From an optimization exercise on the open Yosys and OpenROAD flow, aimed at small area, a short achievable clock period and few clock cycles per item; shortcuts taken in it are not production practice.
Function was checked by simulation only, so behaviour that the tests miss may differ from the original.

==> inputs of trial 91 <==
## matrix_multiply_10x10_pipelined
module matrix_multiply_10x10_pipelined(
    input wire clk,
    input wire reset,
    input wire start,
    input wire [799:0] A,
    input wire [799:0] B,
    output reg [799:0] C,
    output reg done
);
export LEC_CHECK = 0
export CAP_MARGIN = 20
export CORE_AREA = 10 10 490 490
export DIE_AREA = 0 0 500 500
export SLEW_MARGIN = 20
export SYNTH_HIERARCHICAL = 1
create_clock -name core_clock -period 12.0 [get_ports {clk}]
run.sh (not shown) runs the stock make flow with config.mk's settings and CLKGATE_MAP_FILE= SYNTH_SCRIPT=/design/flow/synth_recipe.tcl, a recipe that flattens the netlist after the stock synthesis.
==> build 27: changes against trial 91 <==
--- a/flow/design.v
+++ b/flow/design.v
@@ -9,12 +9,13 @@
     output reg done
 );
     reg  [9:0] sel;       
     reg  [9:0] tag_a;     
     reg  [9:0] tag_r;     
     reg  [79:0] arow;     
+    reg  [799:0] breg;    
     wire [79:0] amux;
     wire [9:0] bv [0:79];
     wire [9:0] pw [0:7];
     wire run = start | ~sel[0];
     genvar r, j, k, p;
     generate
@@ -23,13 +24,13 @@
                 wire [9:0] acol;
                 for (r = 0; r < 10; r = r + 1) begin : rr
                     assign acol[r] = A[8*(10*r + k) + p];
                 end
                 assign amux[8*k + p] = |(acol & sel);
                 for (j = 0; j < 10; j = j + 1) begin : jj
-                    assign bv[8*k + p][j] = B[8*(10*k + j) + p];
+                    assign bv[8*k + p][j] = breg[8*(10*k + j) + p];
                 end
             end
         end
     endgenerate
     always @(posedge clk or posedge reset) begin
         if (reset) begin
@@ -47,12 +48,13 @@
             else if (tag_r[9])
                 done <= 1'b1;
         end
     end
     always @(posedge clk) begin
         arow <= amux;
+        breg <= B;
     end
     wire [9:0] n1, n2, n3, n4, n5, n6, n7, n8, n9, n10, n11, n12, n13, n14, n15, n16;
     wire [9:0] n17, n18, n19, n20, n21, n22, n23, n24, n25, n26, n27, n28, n29, n30, n31, n32;
     wire [9:0] n33, n34, n35, n36, n37, n38, n39, n40, n41, n42, n43, n44, n45, n46, n47, n48;
     wire [9:0] n49, n50, n51, n52, n53, n54, n55, n56, n57, n58, n59, n60, n61, n62, n63, n64;
     wire [9:0] n65, n66, n67, n68, n69, n70, n71, n72, n73, n74, n75, n76, n77, n78, n79, n80;
==> flow/flow/run.sh (new file) <==
#!/bin/bash
set -euo pipefail
bash standard.sh SETUP_SLACK_MARGIN=8.5 finish > standard.log 2>&1
==> flow/standard.sh (new file) <==
#!/bin/bash
# synth_recipe.tcl (not shown) runs the flow's synth.tcl, then flattens the netlist and writes it again
# the make line also repeats each setting of config.mk as NAME=value (left out here)
make -C /OpenROAD-flow-scripts/flow DESIGN_CONFIG=/design/flow/config.mk WORK_HOME=/design/flow/orfs CLKGATE_MAP_FILE= SYNTH_SCRIPT=/design/flow/synth_recipe.tcl "${@:-finish}"
- CORE_AREA: 10 10 490 490 -> 10 10 830 830
- DIE_AREA: 0 0 500 500 -> 0 0 840 840
removed: flow/run.sh
==> summary.txt <==
Run status: build 27 timing/DRC/antenna clean; trial 91 did not finish
Last stage reached: build 27 -; trial 91 I/O pin placement (3_2_place_iop)
Synthesized area per cell: build 27 12.0 um2; trial 91 11.3 um2
Chip Height: build 27 840 um; trial 91 500 um
Net count after synthesis: build 27 14200; trial 91 13400
Number of placement rows: build 27 301; trial 91 176
Area share of fa/ha/maj cells after synthesis: build 27 0.345; trial 91 0.396
Synthesized instance count: build 27 10400; trial 91 9647
Multiplexer area fraction after synthesis: build 27 0.000719; trial 91 0.000824
Parity-gate share of the synthesized area counting xor and xnor cells: build 27 0.0971; trial 91 0.111
Cell Area, Synth: build 27 125000 um2; trial 91 109000 um2
Post-synthesis compound-gate area fraction: build 27 0.0289; trial 91 0.0331
Proportion of register bits with asynchronous set or reset after synthesis: build 27 0.0151; trial 91 0.0248
Most instantiated flip-flop cell in the synthesis netlist: build 27 sky130_fd_sc_hd__dfxtp_1; trial 91 sky130_fd_sc_hd__edfxtp_1
Top cell type's share of synthesized area: build 27 0.340; trial 91 0.390
#FFs+latches synth: build 27 2051; trial 91 1251
Post-synthesis sequential area ratio: build 27 0.393; trial 91 0.304
Chip Width: build 27 840 um; trial 91 500 um
Testbench counts of trial 91, summed over its fixed seeds: cycles 576, items 48.
Testbench counts of build 27, summed over its fixed seeds: cycles 576, items 48.

[what the ideal ports hide]
Ports are ideal in the flow. The routed layout listed here was re-timed in OpenROAD. Step 1, drivers: a clkbuf_16 drives clk and a buf_2 each remaining input, both assumed. Step 2, shift: input delay + t, output delay - t, t = (earliest + latest rising clock arrival at the registers) / 2. This alone moves slack from input paths to output paths. a / b / c = no drivers / after step 1 / after step 2; a / b = the first two.
run: build 27
t, ns: 1.115
setup slack, ns: 8.029 / 7.897 / 7.555
clock arrival spread, ns: 0.075 / 0.075
worst register clock-pin slew, ns: 0.08 / 0.08
pins driven straight from the clock port: 1
After both steps build 27 still meets setup and hold. The setup slack of build 27 moves by -0.132 ns with the drivers and by -0.474 ns with both steps.
